What follows belongs to an exercise in optimizing a design on an open flow for small area, a short achievable clock period and few clock cycles per item; a production flow would make more cautious choices.
Only simulation tests tie the RTL to the original design; equivalence was not proved.
Power figures rest on the tool's default switching activity, not on a simulated workload.

==> run K: inputs <==
// vector_mul_simple
module vector_mul_simple (
    input  logic               clk_i,
    input  logic               rst_ni,
    input  logic               in_valid_i,
    input  logic signed [31:0] in_a_i,
    input  logic signed [31:0] in_b_i,
    output logic               out_valid_o,
    output logic signed [63:0] out_result_o
);
export LEC_CHECK = 0
export CAP_MARGIN = 20
export CORE_MARGIN = 2
export CORE_UTILIZATION = 40
export SETUP_SLACK_MARGIN = 4.5
export SLEW_MARGIN = 20
export SYNTH_HIERARCHICAL = 1
export SYNTH_MINIMUM_KEEP_SIZE = 0
create_clock -name core_clock -period 8.0 [get_ports {clk_i}]
standard.sh (not shown) runs the stock make flow with config.mk's settings and CLKGATE_MAP_FILE= SYNTH_SCRIPT=/design/flow/synth_recipe.tcl, a recipe that flattens the netlist after the stock synthesis.
==> flow/flow/run.sh <==
#!/bin/bash
# Layout flow: the standard ORFS flow (standard.sh, unchanged synthesis), except that
#  - the buffers placed on the input and output ports are sky130_fd_sc_hd__buf_2 instead of the
#    resizer's default pick (clkdlybuf4s50_1, twice the area and slow), and
#  - the buffers that abc put in the synthesized netlist are removed at floorplan, so that the
#    resizer buffers the design for the layout it actually has.
set -euo pipefail
export BUFFER_PORTS_ARGS="-buffer_cell sky130_fd_sc_hd__buf_2"
export REMOVE_ABC_BUFFERS=1
bash standard.sh > standard.log 2>&1
==> run R (differences from run K) <==
==> flow/flow/run.sh (replaced) <==
#!/bin/bash
# Layout flow: the standard ORFS flow (standard.sh, unchanged synthesis), except that the
# buffers placed on the input and output ports are sky130_fd_sc_hd__buf_2 instead of the
# resizer's default pick (clkdlybuf4s50_1, which is twice the area and slow).
set -euo pipefail
export BUFFER_PORTS_ARGS="-buffer_cell sky130_fd_sc_hd__buf_2"
bash standard.sh > standard.log 2>&1
CORE_UTILIZATION = 70   (was 40)
==> comparison table <==
quantity	run R	run K
Outcome	complete, no violations	complete, no violations
Share of final layout cell area taken by clock buffers and inverters	4.15%	4.39%
Number of clock-tree buffers in the layout	43	51
Total via count in the routed design	23,200	22,500
Detailed-routed wire length on met3	14.7 mm	12.5 mm
Worst R2R Setup Slack	4.49 ns	4.49 ns
Delay of the slowest critical-path stage	0.52 ns	0.49 ns
Reg-to-reg critical path endpoint	res_q[41]	res_q[59]
Total non-filler cell area in the finished layout	31,400 um^2	32,000 um^2
Cell area after placement	29,800 um^2	30,300 um^2
Core region area	41,900 um^2	73,200 um^2
Sequential group share of total power	16.1%	16.8%
Fill cell instance count of the final layout	2,924	6,832
PnR worst setup slack	4.49 ns	4.49 ns
Initial antenna violation count	5	1
Power attributed to combinational cells	12.5 mW	12.0 mW
Buffer share of cell area	4.26%	3.67%
Final Routed Wirelength	95.2 mm	101 mm
Met2 Usage GRT	62.5%	39.3%
Storage cell area	6270 um^2	6280 um^2
Worst Setup Slack post-DPL	4.10 ns	4.11 ns
Testbench counts of run K, summed over its fixed seeds: cycles 16,016, items 16,000.
Testbench counts of run R, summed over its fixed seeds: cycles 16,016, items 16,000.


==> v9: inputs <==
vector_mul_simple, a different RTL version from the one above (not shown whole).
==> flow/config.mk <==
export PLATFORM = sky130hd
export DESIGN_NAME = vector_mul_simple
export DESIGN_NICKNAME = vector_mul_simple
export VERILOG_FILES = /design/flow/design.v
export SDC_FILE = /design/flow/constraint.sdc
export NUM_CORES = 4
export LEC_CHECK = 0
export CAP_MARGIN = 20
export CORE_MARGIN = 2
export CORE_UTILIZATION = 50
export CTS_BUF_LIST = sky130_fd_sc_hd__clkbuf_16 sky130_fd_sc_hd__clkbuf_8
export CTS_CLUSTER_DIAMETER = 80
export CTS_CLUSTER_SIZE = 30
export SLEW_MARGIN = 20
export SYNTH_HIERARCHICAL = 1
export SYNTH_MINIMUM_KEEP_SIZE = 0
==> flow/constraint.sdc <==
create_clock -name core_clock -period 8.0 [get_ports {clk_i}]
set_input_delay 1.6000 -clock core_clock [delete_from_list [all_inputs] [get_ports {clk_i}]]
set_output_delay 1.6000 -clock core_clock [all_outputs]
set_load 0.01 [all_outputs]
==> flow/flow/run.sh <==
#!/bin/bash
# Layout flow: the standard ORFS flow (standard.sh, unchanged synthesis), except that
#  - the buffers placed on the input and output ports are sky130_fd_sc_hd__buf_2 instead of the
#    resizer's default pick (clkdlybuf4s50_1, twice the area and slow),
#  - flow/downsize.tcl, run when the synthesized netlist is loaded into OpenROAD, starts the
#    a21oi cells that abc sized _2 at _1 (the resizer upsizes those that timing needs).
set -euo pipefail
export BUFFER_PORTS_ARGS="-buffer_cell sky130_fd_sc_hd__buf_2"
export SETUP_SLACK_MARGIN=5.4
export POST_SYNTH_TCL="$PWD/flow/downsize.tcl"
bash standard.sh > standard.log 2>&1
==> flow/flow/downsize.tcl <==
# Sourced by ORFS's synth_odb step (POST_SYNTH_TCL) with the synthesized netlist loaded:
# abc maps the prefix adder's AOI cells to a21oi_2; start them at a21oi_1 and let the
# resizer upsize the ones that timing needs.
set db [ord::get_db]
set small [$db findMaster sky130_fd_sc_hd__a21oi_1]
set n 0
foreach inst [[ord::get_db_block] getInsts] {
  if {[[$inst getMaster] getName] eq "sky130_fd_sc_hd__a21oi_2"} {
    $inst swapMaster $small
    incr n
  }
}
puts "downsize.tcl: a21oi_2 -> a21oi_1 on $n instances"
==> v21: changes against v9 <==
--- a/flow/flow/run.sh
+++ b/flow/flow/run.sh
@@ -7,5 +7,5 @@
 set -euo pipefail
 export BUFFER_PORTS_ARGS="-buffer_cell sky130_fd_sc_hd__buf_2"
-export SETUP_SLACK_MARGIN=5.4
+export SETUP_SLACK_MARGIN=5.2
 export POST_SYNTH_TCL="$PWD/flow/downsize.tcl"
 bash standard.sh > standard.log 2>&1
- CORE_UTILIZATION: 50 -> 55
==> v34: changes against v9 <==
--- a/flow/flow/run.sh
+++ b/flow/flow/run.sh
@@ -7,5 +7,5 @@
 set -euo pipefail
 export BUFFER_PORTS_ARGS="-buffer_cell sky130_fd_sc_hd__buf_2"
-export SETUP_SLACK_MARGIN=5.4
+export SETUP_SLACK_MARGIN=5.3
 export POST_SYNTH_TCL="$PWD/flow/downsize.tcl"
 bash standard.sh > standard.log 2>&1
- CORE_UTILIZATION: 50 -> 55
==> qor summary <==
Maximum level of the CTS H-tree: v9 2; v21 1; v34 1
Final nets: v9 3,538; v21 3,530; v34 3,530
Die Wd: v9 265 um; v21 252 um; v34 252 um
Portion of the clock cycle consumed by the worst path in the final layout: v9 33.7%; v21 34.6%; v34 34.5%
Worst Hold Endpoint: v9 m1822$_DFF_P_; v21 m1940$_DFF_P_; v34 m1940$_DFF_P_
Clock insertion delay at the later pin of the skew report: v9 0.59 ns; v21 0.66 ns; v34 0.66 ns
Worst IR drop on VDD: v9 0.000499 V; v21 0.000856 V; v34 0.000933 V
Met2 routed WL: v9 46.3 mm; v21 44.7 mm; v34 44.9 mm
Final weighted congestion in routability-driven placement: v9 0.962; v21 0.982; v34 0.982
Largest incremental delay on the critical path: v9 0.40 ns; v21 0.38 ns; v34 0.37 ns
Power spent charging and discharging nets: v9 7.87 mW; v21 7.88 mW; v34 7.91 mW
Critical Path Start: v9 res_q[39]$_DFF_P_; v21 res_q[39]$_DFF_P_; v34 v4_q$_DFF_PN0_
Status: v9 no timing/DRC/antenna violations; v21 no timing/DRC/antenna violations; v34 no timing/DRC/antenna violations
Register share of the cell area: v9 31.3%; v21 31.8%; v34 31.6%
Critical path's slowest cell: v9 sky130_fd_sc_hd__dfxtp_4; v21 sky130_fd_sc_hd__dfxtp_2; v34 sky130_fd_sc_hd__dfrtp_1
Standard cell core area: v9 67,200 um2; v21 61,400 um2; v34 61,400 um2
Testbench counts of v9, summed over its fixed seeds: cycles 16,024, items 16,000.
Testbench counts of v21, summed over its fixed seeds: cycles 16,024, items 16,000.
Testbench counts of v34, summed over its fixed seeds: cycles 16,024, items 16,000.

re-timing with driven ports:
In the flow no input, the clock included, has a driving cell. The finished layouts below were timed again as built, in two steps. Step 1: set_driving_cell puts a clkbuf_16 on clk_i and a buf_2 on each other input, an assumption about the parent block. Step 2 times the ports against the registers' clock, not the clock port: input delays grow and output delays shrink by t, the midpoint of the rising clock arrivals with the driver on. Slacks: ideal / step 1 / step 2; pairs: ideal / step 1.
run | t, ns | slack for setup (ns) | worst setup path after step 2 | worst register clock-pin slew, ns | worst slew at a driven data input, ns
run K | 0.613 | 4.490 / 4.490 / 4.490 | register to register | 0.07 / 0.07 | 0.05
run R | 0.613 | 4.491 / 4.491 / 4.491 | register to register | 0.06 / 0.06 | 0.05
v9 | 0.643 | 5.304 / 5.241 / 5.394 | register to register | 0.11 / 0.11 | 0.05
v21 | 0.706 | 5.232 / 5.165 / 5.275 | register to register | 0.11 / 0.11 | 0.05
v34 | 0.705 | 5.242 / 5.176 / 5.365 | register to register | 0.11 / 0.11 | 0.05
After both steps every run listed still meets setup and hold.
